This design comes from an exercise in tuning for small area, a short achievable clock period and few clock cycles per item on the open sky130 flow, not from production work. RTL that was checked went through simulation tests only; none was proved equivalent to the original. Power and IR drop assume default switching activity.

==> flow/design.v <==
module magma_enc(
    input  clk,
    input  rst,
    input  start,
    input  [255:0] key,
    input  [63:0] block_in,
    output ready,
    output reg valid,
    output [31:0] data,
    output [31:0] data_out
);
reg [3:0]  space[0:127];
initial begin
    $readmemh("table.hex", space);
end
reg [31:0] kr0, kr1, kr2, kr3, kr4, kr5, kr6, kr7;
reg [31:0] rk;
reg [31:0] a1, a0;
reg [4:0]  cnt;
reg        busy;
assign ready = !busy;
assign data_out = a0;
assign data     = a1;
wire [31:0] sum = a0 + rk;
wire [31:0] sb;
genvar n;
generate
    for (n = 0; n < 8; n = n + 1) begin : nib
        assign sb[4*n+3:4*n] = space[{3'd7 - n[2:0], sum[4*n+3:4*n]}];
    end
endgenerate
wire [31:0] g = {sb[20:0], sb[31:21]};
reg [31:0] rk_next;
always @(*) begin
    if (cnt < 5'd23)
        rk_next = kr1;
    else
        case (cnt[1:0])
            2'd3: rk_next = kr0;    
            2'd0: rk_next = kr6;    
            2'd1: rk_next = kr4;    
            default: rk_next = kr2;  
        endcase
end
always @(posedge clk) begin
    if (!busy) begin
        kr0 <= key[255:224];
        kr1 <= key[223:192];
        kr2 <= key[191:160];
        kr3 <= key[159:128];
        kr4 <= key[127:96];
        kr5 <= key[95:64];
        kr6 <= key[63:32];
        kr7 <= key[31:0];
        rk  <= key[255:224];
        a1  <= block_in[63:32];
        a0  <= block_in[31:0];
        cnt <= 5'd0;
    end else begin
        kr0 <= kr1;
        kr1 <= kr2;
        kr2 <= kr3;
        kr3 <= kr4;
        kr4 <= kr5;
        kr5 <= kr6;
        kr6 <= kr7;
        kr7 <= kr0;
        rk  <= rk_next;
        a1  <= a0;
        a0  <= a1 ^ g;
        cnt <= cnt + 5'd1;
    end
end
always @(posedge clk) begin
    if (rst) begin
        busy  <= 1'b0;
        valid <= 1'b0;
    end else begin
        valid <= busy && (cnt == 5'd31);
        if (!busy)
            busy <= start;
        else if (cnt == 5'd31)
            busy <= 1'b0;
    end
end
endmodule
==> flow/config.mk <==
export PLATFORM = sky130hd
export DESIGN_NAME = magma_enc
export DESIGN_NICKNAME = magma_enc
export VERILOG_FILES = /design/flow/design.v
export SDC_FILE = /design/flow/constraint.sdc
export NUM_CORES = 4
export LEC_CHECK = 0
export CAP_MARGIN = 20
export CORE_MARGIN = 2
export CORE_UTILIZATION = 40
export PLACE_DENSITY = 0.6
export SETUP_SLACK_MARGIN = 3.5
export SLEW_MARGIN = 20
==> flow/constraint.sdc <==
create_clock -name core_clock -period 6.0 [get_ports {clk}]
set_input_delay 1.2000 -clock core_clock [delete_from_list [all_inputs] [get_ports {clk}]]
set_output_delay 1.2000 -clock core_clock [all_outputs]
set_load 0.01 [all_outputs]
standard.sh (not shown) runs the stock make flow with config.mk's settings and CLKGATE_MAP_FILE= SYNTH_SCRIPT=/design/flow/synth_recipe.tcl, a recipe that flattens the netlist after the stock synthesis.
==> flow/flow/run.sh <==
#!/bin/bash
cp standard.sh standard_sh.txt
export BUFFER_PORTS_ARGS="-buffer_cell sky130_fd_sc_hd__buf_1"
bash standard.sh > standard.log 2>&1
Then changed:
--- a/flow/design.v
+++ b/flow/design.v
@@ -21,12 +21,51 @@
 assign ready = !busy;
 assign data_out = a0;
 assign data     = a1;
-wire [31:0] sum = a0 + rk;
-wire [31:0] sb;
+wire [7:0]  gen, prop;
+wire [31:0] t0, t1;
 genvar n;
 generate
     for (n = 0; n < 8; n = n + 1) begin : nib
-        assign sb[4*n+3:4*n] = space[{3'd7 - n[2:0], sum[4*n+3:4*n]}];
+        wire [3:0] x = a0[4*n+3:4*n];
+        wire [3:0] k = rk[4*n+3:4*n];
+        wire [3:0] gg = x & k;
+        wire [3:0] tt = x | k;
+        wire [3:0] pp = x ^ k;
+        wire [3:0] s, s1;
+        assign s[0]  = pp[0];
+        assign s[1]  = pp[1] ^ gg[0];
+        assign s[2]  = pp[2] ^ (gg[1] | tt[1] & x[0] & k[0]);
+        assign s[3]  = pp[3] ^ (gg[2] | tt[2] & x[1] & k[1] | tt[2] & tt[1] & x[0] & k[0]);
+        assign s1[0] = ~pp[0];
+        assign s1[1] = pp[1] ^ tt[0];
+        assign s1[2] = pp[2] ^ (gg[1] | tt[1] & (x[0] | k[0]));
+        assign s1[3] = pp[3] ^ (gg[2] | tt[2] & x[1] & k[1] | tt[2] & tt[1] & (x[0] | k[0]));
+        assign gen[n]  = gg[3] | tt[3] & gg[2] | tt[3] & tt[2] & gg[1] | tt[3] & tt[2] & tt[1] & gg[0];
+        assign prop[n] = gg[3] | tt[3] & gg[2] | tt[3] & tt[2] & gg[1] | tt[3] & tt[2] & tt[1] & tt[0];
+        assign t0[4*n+3:4*n] = space[{3'd7 - n[2:0], s}];
+        assign t1[4*n+3:4*n] = space[{3'd7 - n[2:0], s1}];
+    end
+endgenerate
+wire [7:0] cin;
+assign cin[0] = 1'b0;
+generate
+    for (n = 1; n < 8; n = n + 1) begin : cy
+        wire [n-1:0] term;
+        genvar j;
+        for (j = 0; j < n; j = j + 1) begin : tm
+            if (j == n - 1) begin : last
+                assign term[j] = gen[j];
+            end else begin : mid
+                assign term[j] = gen[j] & (&prop[n-1:j+1]);
+            end
+        end
+        assign cin[n] = |term;
+    end
+endgenerate
+wire [31:0] sb;
+generate
+    for (n = 0; n < 8; n = n + 1) begin : sel
+        assign sb[4*n+3:4*n] = cin[n] ? t1[4*n+3:4*n] : t0[4*n+3:4*n];
     end
 endgenerate
 wire [31:0] g = {sb[20:0], sb[31:21]};
Result: Die area climbs by roughly a tenth. Utilization hardly moves. Area after synthesis climbs by roughly a tenth. Critical path depth drops by 5. Combinational power climbs by roughly a tenth.
Testbench counts after the change, summed over its fixed seeds: cycles 25,344, items 768.
No functional check of the RTL was part of the first run of this note.


magma_enc, a different RTL version from the one above (not shown whole).
For scale: roughly 360 flip-flops, roughly 390 I/O pins.
==> module magma_enc, before the edit <==
module magma_enc(
    input  clk,
    input  rst,
    input  start,
    input  [255:0] key,
    input  [63:0] block_in,
    output ready,
    output reg valid,
    output [31:0] data,
    output [31:0] data_out
);
localparam [511:0] SB0 = 512'h1f307d8e9b5a264cf0db74e1c5a93286069c471edaf2853bb9e35a076f4d128cc24be390d618a5f70e34187bac296fd573ad0b4fc19652e82bc96af43850de71;
localparam [511:0] SB1 = 512'hc1f307d8e9b5a2646f0db74e1c5a9328b069c471edaf2853cb9e35a076f4d1287c24be390d618a5f50e34187bac296fd873ad0b4fc19652e12bc96af43850de7;
reg [31:0] kr0, kr1, kr2, kr3, kr4, kr5, kr6, kr7;
reg [31:0] rk;
reg [31:0] a1, a0;
reg [4:0]  cnt;
reg        busy;
assign ready = !busy;
assign data_out = a0;
assign data     = a1;
wire [7:0]  gen, prop;
wire [31:0] t0, t1;
genvar n;
generate
    for (n = 0; n < 8; n = n + 1) begin : nib
        wire [3:0] x = a0[4*n+3:4*n];
        wire [3:0] k = rk[4*n+3:4*n];
        wire [3:0] gg = x & k;
        wire [3:0] tt = x | k;
        wire [3:0] pp = x ^ k;
        wire [3:0] s;
        assign s[0]  = pp[0];
        assign s[1]  = pp[1] ^ gg[0];
        assign s[2]  = pp[2] ^ (gg[1] | tt[1] & x[0] & k[0]);
        assign s[3]  = pp[3] ^ (gg[2] | tt[2] & x[1] & k[1] | tt[2] & tt[1] & x[0] & k[0]);
        assign gen[n]  = gg[3] | tt[3] & gg[2] | tt[3] & tt[2] & gg[1] | tt[3] & tt[2] & tt[1] & gg[0];
        assign prop[n] = gg[3] | tt[3] & gg[2] | tt[3] & tt[2] & gg[1] | tt[3] & tt[2] & tt[1] & tt[0];
        wire [63:0] row  = SB0[64*(7-n) +: 64];
        wire [63:0] row1 = SB1[64*(7-n) +: 64];
        assign t0[4*n+3:4*n] = row[4*s +: 4];
        assign t1[4*n+3:4*n] = row1[4*s +: 4];
    end
endgenerate
wire [7:0] cin;
assign cin[0] = 1'b0;
generate
    for (n = 1; n < 8; n = n + 1) begin : cy
        wire [n-1:0] term;
        genvar j;
        for (j = 0; j < n; j = j + 1) begin : tm
            if (j == n - 1) begin : last
                assign term[j] = gen[j];
            end else begin : mid
                assign term[j] = gen[j] & (&prop[n-1:j+1]);
            end
        end
        assign cin[n] = |term;
    end
endgenerate
wire [31:0] a1r = {a1[10:0], a1[31:11]};
wire [31:0] blr = {block_in[10:0], block_in[31:11]};
wire [31:0] v0 = busy ? (a1r ^ t0) : blr;
wire [31:0] v1 = busy ? (a1r ^ t1) : blr;
wire [31:0] sbx;
generate
    for (n = 0; n < 8; n = n + 1) begin : sel
        assign sbx[4*n+3:4*n] = cin[n] ? v1[4*n+3:4*n] : v0[4*n+3:4*n];
    end
endgenerate
wire [31:0] a0_next = {sbx[20:0], sbx[31:21]};
reg [31:0] rk_next;
always @(*) begin
    if (cnt < 5'd23)
        rk_next = kr1;
    else
        case (cnt[1:0])
            2'd3: rk_next = kr0;    
            2'd0: rk_next = kr6;    
            2'd1: rk_next = kr4;    
            default: rk_next = kr2;  
        endcase
end
always @(posedge clk) begin
    if (!busy) begin
        kr0 <= key[255:224];
        kr1 <= key[223:192];
        kr2 <= key[191:160];
        kr3 <= key[159:128];
        kr4 <= key[127:96];
        kr5 <= key[95:64];
        kr6 <= key[63:32];
        kr7 <= key[31:0];
        rk  <= key[255:224];
        a1  <= block_in[63:32];
        cnt <= 5'd0;
    end else begin
        kr0 <= kr1;
        kr1 <= kr2;
        kr2 <= kr3;
        kr3 <= kr4;
        kr4 <= kr5;
        kr5 <= kr6;
        kr6 <= kr7;
        kr7 <= kr0;
        rk  <= rk_next;
        a1  <= a0;
        cnt <= cnt + 5'd1;
    end
end
always @(posedge clk) begin
    a0 <= a0_next;
end
always @(posedge clk) begin
    if (rst) begin
        busy  <= 1'b0;
        valid <= 1'b0;
    end else begin
        valid <= busy && (cnt == 5'd31);
        if (!busy)
            busy <= start;
        else if (cnt == 5'd31)
            busy <= 1'b0;
    end
end
endmodule
==> flow/config.mk <==
export PLATFORM = sky130hd
export DESIGN_NAME = magma_enc
export DESIGN_NICKNAME = magma_enc
export VERILOG_FILES = /design/flow/design.v
export SDC_FILE = /design/flow/constraint.sdc
export NUM_CORES = 4
export LEC_CHECK = 0
export ABC_AREA = 1
export CAP_MARGIN = 20
export CORE_MARGIN = 2
export CORE_UTILIZATION = 55
export CTS_CLUSTER_DIAMETER = 100
export CTS_CLUSTER_SIZE = 24
export PLACE_DENSITY = 0.7
export SETUP_SLACK_MARGIN = 3.5
export SLEW_MARGIN = 20
==> flow/constraint.sdc <==
create_clock -name core_clock -period 6.0 [get_ports {clk}]
set_input_delay 1.2000 -clock core_clock [delete_from_list [all_inputs] [get_ports {clk}]]
set_output_delay 1.2000 -clock core_clock [all_outputs]
set_load 0.01 [all_outputs]
Scripts as last shown in full above: flow/flow/run.sh
The starting point finished clean.
Testbench counts at the start, summed over its fixed seeds: cycles 25,344, items 768.
Change:
--- a/flow/design.v
+++ b/flow/design.v
@@ -67,22 +67,21 @@
     for (n = 0; n < 8; n = n + 1) begin : sel
         assign sbx[4*n+3:4*n] = cin[n] ? v1[4*n+3:4*n] : v0[4*n+3:4*n];
     end
 endgenerate
 wire [31:0] a0_next = {sbx[20:0], sbx[31:21]};
-reg [31:0] rk_next;
-always @(*) begin
-    if (cnt < 5'd23)
-        rk_next = kr1;
-    else
-        case (cnt[1:0])
-            2'd3: rk_next = kr0;    
-            2'd0: rk_next = kr6;    
-            2'd1: rk_next = kr4;    
-            default: rk_next = kr2;  
-        endcase
+wire [4:0] cnt_n = busy ? cnt + 5'd1 : 5'd0;
+reg  [4:0] rksel;
+always @(posedge clk) begin
+    rksel[4] <= cnt_n < 5'd23;
+    rksel[3] <= cnt_n >= 5'd23 && cnt_n[1:0] == 2'd3;    
+    rksel[2] <= cnt_n >= 5'd23 && cnt_n[1:0] == 2'd0;    
+    rksel[1] <= cnt_n >= 5'd23 && cnt_n[1:0] == 2'd1;    
+    rksel[0] <= cnt_n >= 5'd23 && cnt_n[1:0] == 2'd2;    
 end
+wire [31:0] rk_next = kr1 & {32{rksel[4]}} | kr0 & {32{rksel[3]}} | kr6 & {32{rksel[2]}}
+                    | kr4 & {32{rksel[1]}} | kr2 & {32{rksel[0]}};
 always @(posedge clk) begin
     if (!busy) begin
         kr0 <= key[255:224];
         kr1 <= key[223:192];
         kr2 <= key[191:160];
Effect: The new run ran to the end with no violations; sequential share of layout area barely changes; synthesized area grows by 1.4%; wire length grows by 0.74%; synthesized cell count shrinks by 1.9%; sequential cell count grows by 5; global-route usage shrinks by 0.29 points; non-clock buffer count shrinks by 2; setup slack hardly moves; critical path depth grows by 1; first-iteration DRC count shrinks by 13%; die area grows by 1.4%; clock power grows by about 7%; design area grows by 1.7%; maximum frequency stays flat.
The RTL of the second run of this note was laid out without a check of its function.

## re-timing with driven ports
The flow's constraints put no driver on any port. The routed layouts listed below were extracted and timed again, unchanged, in two steps.
Step 1, drivers: a clkbuf_16 drives clk and a buf_2 each remaining input, both assumed.
Step 2 adds t to the input delays and takes it off the output delays; t is the mean of the earliest and latest rising clock arrival at the registers after step 1. Input paths then give back, and output paths get back, about the clock's delay inside the block.
Three values: ideal ports, drivers, drivers and shift; two values: the first two.
| run | t (ns) | setup slack, ns | worst hold slack (ns) |
|---|---|---|---|
| the first run of note 1 | 0.611 | 2.687 / 2.687 / 2.687 | 0.450 / 0.450 / 0.450 |
| the second run of note 1 | 0.606 | 3.361 / 3.361 / 3.361 | 0.451 / 0.451 / 0.451 |
| the first run of note 2 | 0.577 | 3.538 / 3.484 / 3.615 | 0.428 / 0.428 / 0.428 |
| the second run of note 2 | 0.577 | 3.535 / 3.480 / 3.601 | 0.418 / 0.418 / 0.418 |
After both steps every run listed still meets setup and hold.
